Context: an optimization exercise on an open-source flow, tuned for small area. The choices shown serve that exercise and are no tape-out recipe. In this exercise RTL edits were held to simulation tests only and were not proved equivalent to the original. Power figures rest on the tool's default switching activity, not on a simulated workload.

## old
==> flow/design.v (excerpt) <==
module systolic_pe_array
#(
	parameter int PE_ARRAY_W = 8,
	parameter int PE_ARRAY_H = 8,
	parameter int IN_DATA_WIDTH = 8,
	parameter int OUT_DATA_WIDTH = 24
)
(
	input logic clk,
	input logic rst,
	input logic [PE_ARRAY_W-1:0] i_load_vld,
	input logic [PE_ARRAY_W*$clog2(PE_ARRAY_H)-1:0] i_load_id,
	input logic [PE_ARRAY_W*IN_DATA_WIDTH-1:0] i_load_data,
	input logic [PE_ARRAY_W-1:0] i_pop_vld,
	input logic [PE_ARRAY_W*OUT_DATA_WIDTH-1:0] i_up_data,
	input logic [PE_ARRAY_H*IN_DATA_WIDTH-1:0] i_left_data,
	output logic [PE_ARRAY_W*OUT_DATA_WIDTH-1:0] o_down_data
);
Size: roughly 550 I/O pins, roughly 340,000 um2 of cells after synthesis.
Settings: LEC_CHECK=0, CAP_MARGIN=20, CORE_MARGIN=2, CORE_UTILIZATION=40, CTS_CLUSTER_DIAMETER=120, CTS_CLUSTER_SIZE=22, SLEW_MARGIN=20, SYNTH_HIERARCHICAL=1, SYNTH_MINIMUM_KEEP_SIZE=0; clock period 6.5 ns.
standard.sh (not shown) runs the stock make flow with config.mk's settings and CLKGATE_MAP_FILE= SYNTH_SCRIPT=/design/flow/synth_recipe.tcl, a recipe that flattens the netlist after the stock synthesis.
==> flow/flow/run.sh <==
#!/bin/bash
# Standard layout (the standard.sh, unchanged synthesis) with two changes:
# the port buffers are buf_1 cells, and CTS inserts no dummy loads.
set -euo pipefail
export BUFFER_PORTS_ARGS="-buffer_cell sky130_fd_sc_hd__buf_1"
export CTS_ARGS="-sink_clustering_enable -repair_clock_nets -dont_use_dummy_load -sink_clustering_size 22 -sink_clustering_max_diameter 120"
bash standard.sh > standard_flow.log 2>&1
old finished end to end and its layout was clean on timing, DRC and antenna.
Relative to old, the following input files were edited for new:
==> flow/flow/run.sh <==
#!/bin/bash
# Standard layout (the standard.sh, unchanged synthesis) with three changes:
# the port buffers are buf_1 cells, CTS inserts no dummy loads, and the
# weight-select muxes start the floorplan at drive strength 1 (downsize.tcl).
set -euo pipefail
export BUFFER_PORTS_ARGS="-buffer_cell sky130_fd_sc_hd__buf_1"
export CTS_ARGS="-sink_clustering_enable -repair_clock_nets -dont_use_dummy_load -sink_clustering_size 22 -sink_clustering_max_diameter 120"
export PRE_FLOORPLAN_TCL="$PWD/flow/downsize.tcl"
bash standard.sh > standard_flow.log 2>&1
==> flow/flow/downsize.tcl (new file) <==
# Weight-select muxes come out of synthesis as mux2_4; start them at mux2_1 and
# let the flow's own repair size up any that need it.
set n 0
foreach inst [[ord::get_db_block] getInsts] {
  if {[[$inst getMaster] getName] eq "sky130_fd_sc_hd__mux2_4"} {
    replace_cell [get_cells [$inst getName]] sky130_fd_sc_hd__mux2_1
    incr n
  }
}
puts "downsize: replaced $n mux2_4 with mux2_1"
==> notes.md <==
- Every run in the comparison, old and new, completed the flow with a clean layout.
- Reported for old and new, flip-flop and latch count turned out identical to the last digit.
- Diff old -> new: reported net switching power picked up an extra 3.1%; number of cells produced by synthesis level.
- Via count (higher): new
- Diff old -> new: number of well taps has decreased, non-clock buffer count higher, post-route minimum period picked up an extra 0.21 ns.


Setup of trial 7:
Another version of the RTL of systolic_pe_array (not shown whole).
For scale: roughly 25000 cells after synthesis, about 8800 flip-flops, about 350000 um2 of cells after synthesis.
Settings: LEC_CHECK=0, CAP_MARGIN=20, CORE_MARGIN=2, CORE_UTILIZATION=40, CTS_CLUSTER_DIAMETER=120, CTS_CLUSTER_SIZE=22, SLEW_MARGIN=20, SYNTH_HIERARCHICAL=1, SYNTH_MINIMUM_KEEP_SIZE=0; clock period 6.5 ns.
==> flow/flow/run.sh <==
#!/bin/bash
# Standard layout (the standard.sh, unchanged synthesis) with two changes:
# the port buffers are buf_1 cells, and CTS inserts no dummy loads.
set -euo pipefail
export BUFFER_PORTS_ARGS="-buffer_cell sky130_fd_sc_hd__buf_1"
export CTS_ARGS="-sink_clustering_enable -repair_clock_nets -dont_use_dummy_load -sink_clustering_size 22 -sink_clustering_max_diameter 120"
bash standard.sh > standard_flow.log 2>&1
> inputs changed (trial 7 -> trial 98)
==> flow/run.sh (new file) <==
#!/bin/bash
# synth_recipe.tcl (not shown) runs the flow's synth.tcl, then flattens the netlist and writes it again
# the make line also repeats each setting of config.mk as NAME=value (left out here)
make -C /OpenROAD-flow-scripts/flow DESIGN_CONFIG=/design/flow/config.mk WORK_HOME=/design/flow/orfs CLKGATE_MAP_FILE= SYNTH_SCRIPT=/design/flow/synth_recipe.tcl finish
removed: flow/flow/run.sh
removed: flow/standard.sh
Notes after the runs:
Diff trial 7 -> trial 98: global-route wire length before repair moved up, instance area at placement moved up.
Diff trial 7 -> trial 98: number of antenna violations at the first check in global routing went down by 11; register-to-register slack went down by 0.07 ns.
Clock-buffer cell count (trial 98 / trial 7): 1.5
Of trial 98 and trial 7, it is trial 98 that has the higher cell leakage power.
Relative to trial 7, total power after layout increased by about 1.5% in trial 98.
Summary — multi-input logic portion of the cell area, trial 98 relative to trial 7: lower, by 0.54 points.
Number of antenna diodes: lower on trial 7
Relative to trial 7, trial 98 degrades total number of vias.

-- static timing again, ports no longer ideal --
How much do the figures lean on ideal ports? The routed layouts below were timed once more, with nothing changed but the port constraints.
Step 1: set_driving_cell puts a clkbuf_16 on clk and a buf_2 on each other input, an assumption about the parent block.
Step 2, shift: input delay + t, output delay - t, t = (earliest + latest rising clock arrival at the registers) / 2. This alone moves slack from input paths to output paths.
Slacks: ideal / step 1 / step 2; pairs: ideal / step 1.
run	t, ns	setup slack, ns	worst setup path after step 2
old	1.139	0.643 / 0.643 / 0.643	register to register
new	1.198	0.430 / 0.430 / 0.430	register to register
trial 7	1.132	0.653 / 0.653 / 0.653	register to register
trial 98	1.171	0.579 / 0.579 / 0.579	register to register
After both steps setup and hold are still met in every run listed.
